Context: an optimization exercise on an open-source flow, tuned for small area. The choices shown serve that exercise and are no tape-out recipe. No driver is modelled on the clock port, so clocking that relies on it looks cheaper here than on a real chip. No activity file was given, so power comes from the tool's default toggle rates.

==> flow/design.v (excerpt) <==
module uart_top (
    input clk, rst,
    input tx_start, rx_start,
    input [7:0] tx_data,
    input [16:0] baud,
    input [3:0] length,
    input parity_type, parity_en,
    input stop2,
    output tx_done,rx_done, tx_err, rx_err,
    output [7:0] rx_out
 );
wire tx_tick, rx_tick;
wire tx_rx;
clk_gen clk_dut (clk, rst, baud, tx_tick, rx_tick);
uart_tx tx_dut  (clk, tx_tick, tx_start, rst, tx_data, length, parity_type, parity_en, stop2, tx_rx, tx_done);
uart_rx rx_dut  (clk, rx_tick, rx_start, rst, tx_rx, length, parity_type, parity_en, stop2, rx_out, rx_done, rx_err);
assign tx_err = 1'b0;
endmodule
==> flow/config.mk <==
export PLATFORM = sky130hd
export DESIGN_NAME = uart_top
export DESIGN_NICKNAME = uart_top
export VERILOG_FILES = /design/flow/design.v
export SDC_FILE = /design/flow/constraint.sdc
export NUM_CORES = 4
export LEC_CHECK = 0
export CAP_MARGIN = 20
export CORE_MARGIN = 2
export CORE_UTILIZATION = 40
export PLACE_DENSITY = 0.6
export SLEW_MARGIN = 20
==> flow/constraint.sdc <==
create_clock -name core_clock -period 10.0 [get_ports {clk}]
set_input_delay 2.0000 -clock core_clock [delete_from_list [all_inputs] [get_ports {clk}]]
set_output_delay 2.0000 -clock core_clock [all_outputs]
set_load 0.01 [all_outputs]
standard.sh (not shown) runs the stock make flow with config.mk's settings and CLKGATE_MAP_FILE= SYNTH_SCRIPT=/design/flow/synth_recipe.tcl, a recipe that flattens the netlist after the stock synthesis.
==> flow/flow/run.sh <==
#!/bin/bash
# Standard layout (standard synthesis unchanged), with these changes:
#  - every input and output port still gets its own buffer, but a buf_1
#    instead of the flow's default port buffer cell;
#  - clock tree built from clkbuf_4 cells, without dummy loads; leaf
#    buffers with many flip-flops are upsized (flow/post_cts.tcl);
#  - power recovery (downsizing of gates with slack) before global routing
#    (flow/pre_grt.tcl), whose repair_design then runs as usual.
# The make output goes to standard_flow.log; ORFS keeps each step's log
# under orfs/logs.
set -euo pipefail
HERE=$(pwd)
export BUFFER_PORTS_ARGS="-buffer_cell sky130_fd_sc_hd__buf_1"
export CTS_ARGS="-sink_clustering_enable -repair_clock_nets -buf_list sky130_fd_sc_hd__clkbuf_4 -sink_clustering_size 32 -sink_clustering_max_diameter 300 -dont_use_dummy_load"
export POST_CTS_TCL=$HERE/flow/post_cts.tcl
export PRE_GLOBAL_ROUTE_TCL=$HERE/flow/pre_grt.tcl
bash standard.sh > standard_flow.log 2>&1
==> flow/flow/post_cts.tcl <==
set block [ord::get_db_block]
set big [[ord::get_db] findMaster sky130_fd_sc_hd__clkbuf_8]
foreach inst [$block getInsts] {
  if {[[$inst getMaster] getName] ne "sky130_fd_sc_hd__clkbuf_4"} { continue }
  set out [[$inst findITerm X] getNet]
  if {$out eq "NULL" || [$out getSigType] ne "CLOCK"} { continue }
  set n [llength [$out getITerms]]
  if {$n > 10} {
    puts "post_cts: [$inst getName] drives [expr {$n - 1}] pins, upsized to clkbuf_8"
    $inst swapMaster $big
  }
}
detailed_placement
==> flow/flow/pre_grt.tcl <==
# Power recovery (downsizing gates that have slack) before global routing,
# so that global route's own repair_design still fixes any slew or
# capacitance violation it leaves.
estimate_parasitics -placement
repair_timing -recover_power 100 -verbose
detailed_placement
Next try:
==> flow/flow/run.sh (replaced) <==
#!/bin/bash
# Standard layout (standard synthesis unchanged), with three changes:
#  - every input and output port still gets its own buffer, but a buf_1
#    instead of the flow's default port buffer cell;
#  - clock tree built from clkbuf_4 cells, without dummy loads;
#  - power recovery (downsizing of gates with slack) after global routing.
# The make output goes to standard_flow.log; ORFS keeps each step's log
# under orfs/logs.
set -euo pipefail
export BUFFER_PORTS_ARGS="-buffer_cell sky130_fd_sc_hd__buf_1"
export CTS_ARGS="-sink_clustering_enable -repair_clock_nets -buf_list sky130_fd_sc_hd__clkbuf_4 -sink_clustering_size 32 -sink_clustering_max_diameter 300 -dont_use_dummy_load"
export RECOVER_POWER=100
bash standard.sh > standard_flow.log 2>&1
removed: flow/flow/post_cts.tcl
removed: flow/flow/pre_grt.tcl
=>
- The changed run finished but failed the layout checks on max-capacitance violations, max-slew violations
- routed wire length drops by 0.84%
- sequential cell count does not change
- setup slack is worse by 1900 ps
- clock power fell by about 8%
- worst hold slack stays flat
- final cell count went down by 0.39%
Function was not checked in any run of this note: the RTL went through the layout flow alone.

separate check: timing with driven ports:
The results above use ideal ports. As a check the final layouts listed here were re-extracted and re-timed, cells and wires unchanged. Step 1 (the two cells are an assumption about what drives the block):
set clk [get_ports {clk}]
set_driving_cell -lib_cell sky130_fd_sc_hd__clkbuf_16 $clk
set_driving_cell -lib_cell sky130_fd_sc_hd__buf_2 [delete_from_list [all_inputs] $clk]
Step 2 moves the port delays by t, midway between the first and last clock arrival at a register: inputs arrive t later, outputs are due t later. That takes back most of the time a late clock gives input paths. Slacks: ideal ports / drivers / drivers and shift; pairs: ideal ports / drivers.
run	shift t [ns]	setup WS [ns]	worst setup path at the end
the first run	0.430	5.752 / 5.753 / 5.323	input to register
the second run	0.425	3.820 / 3.817 / 3.392	input to register
The setup slack of the first run, which loses most, moves by +0.001 ns with the drivers and by -0.429 ns with both steps.
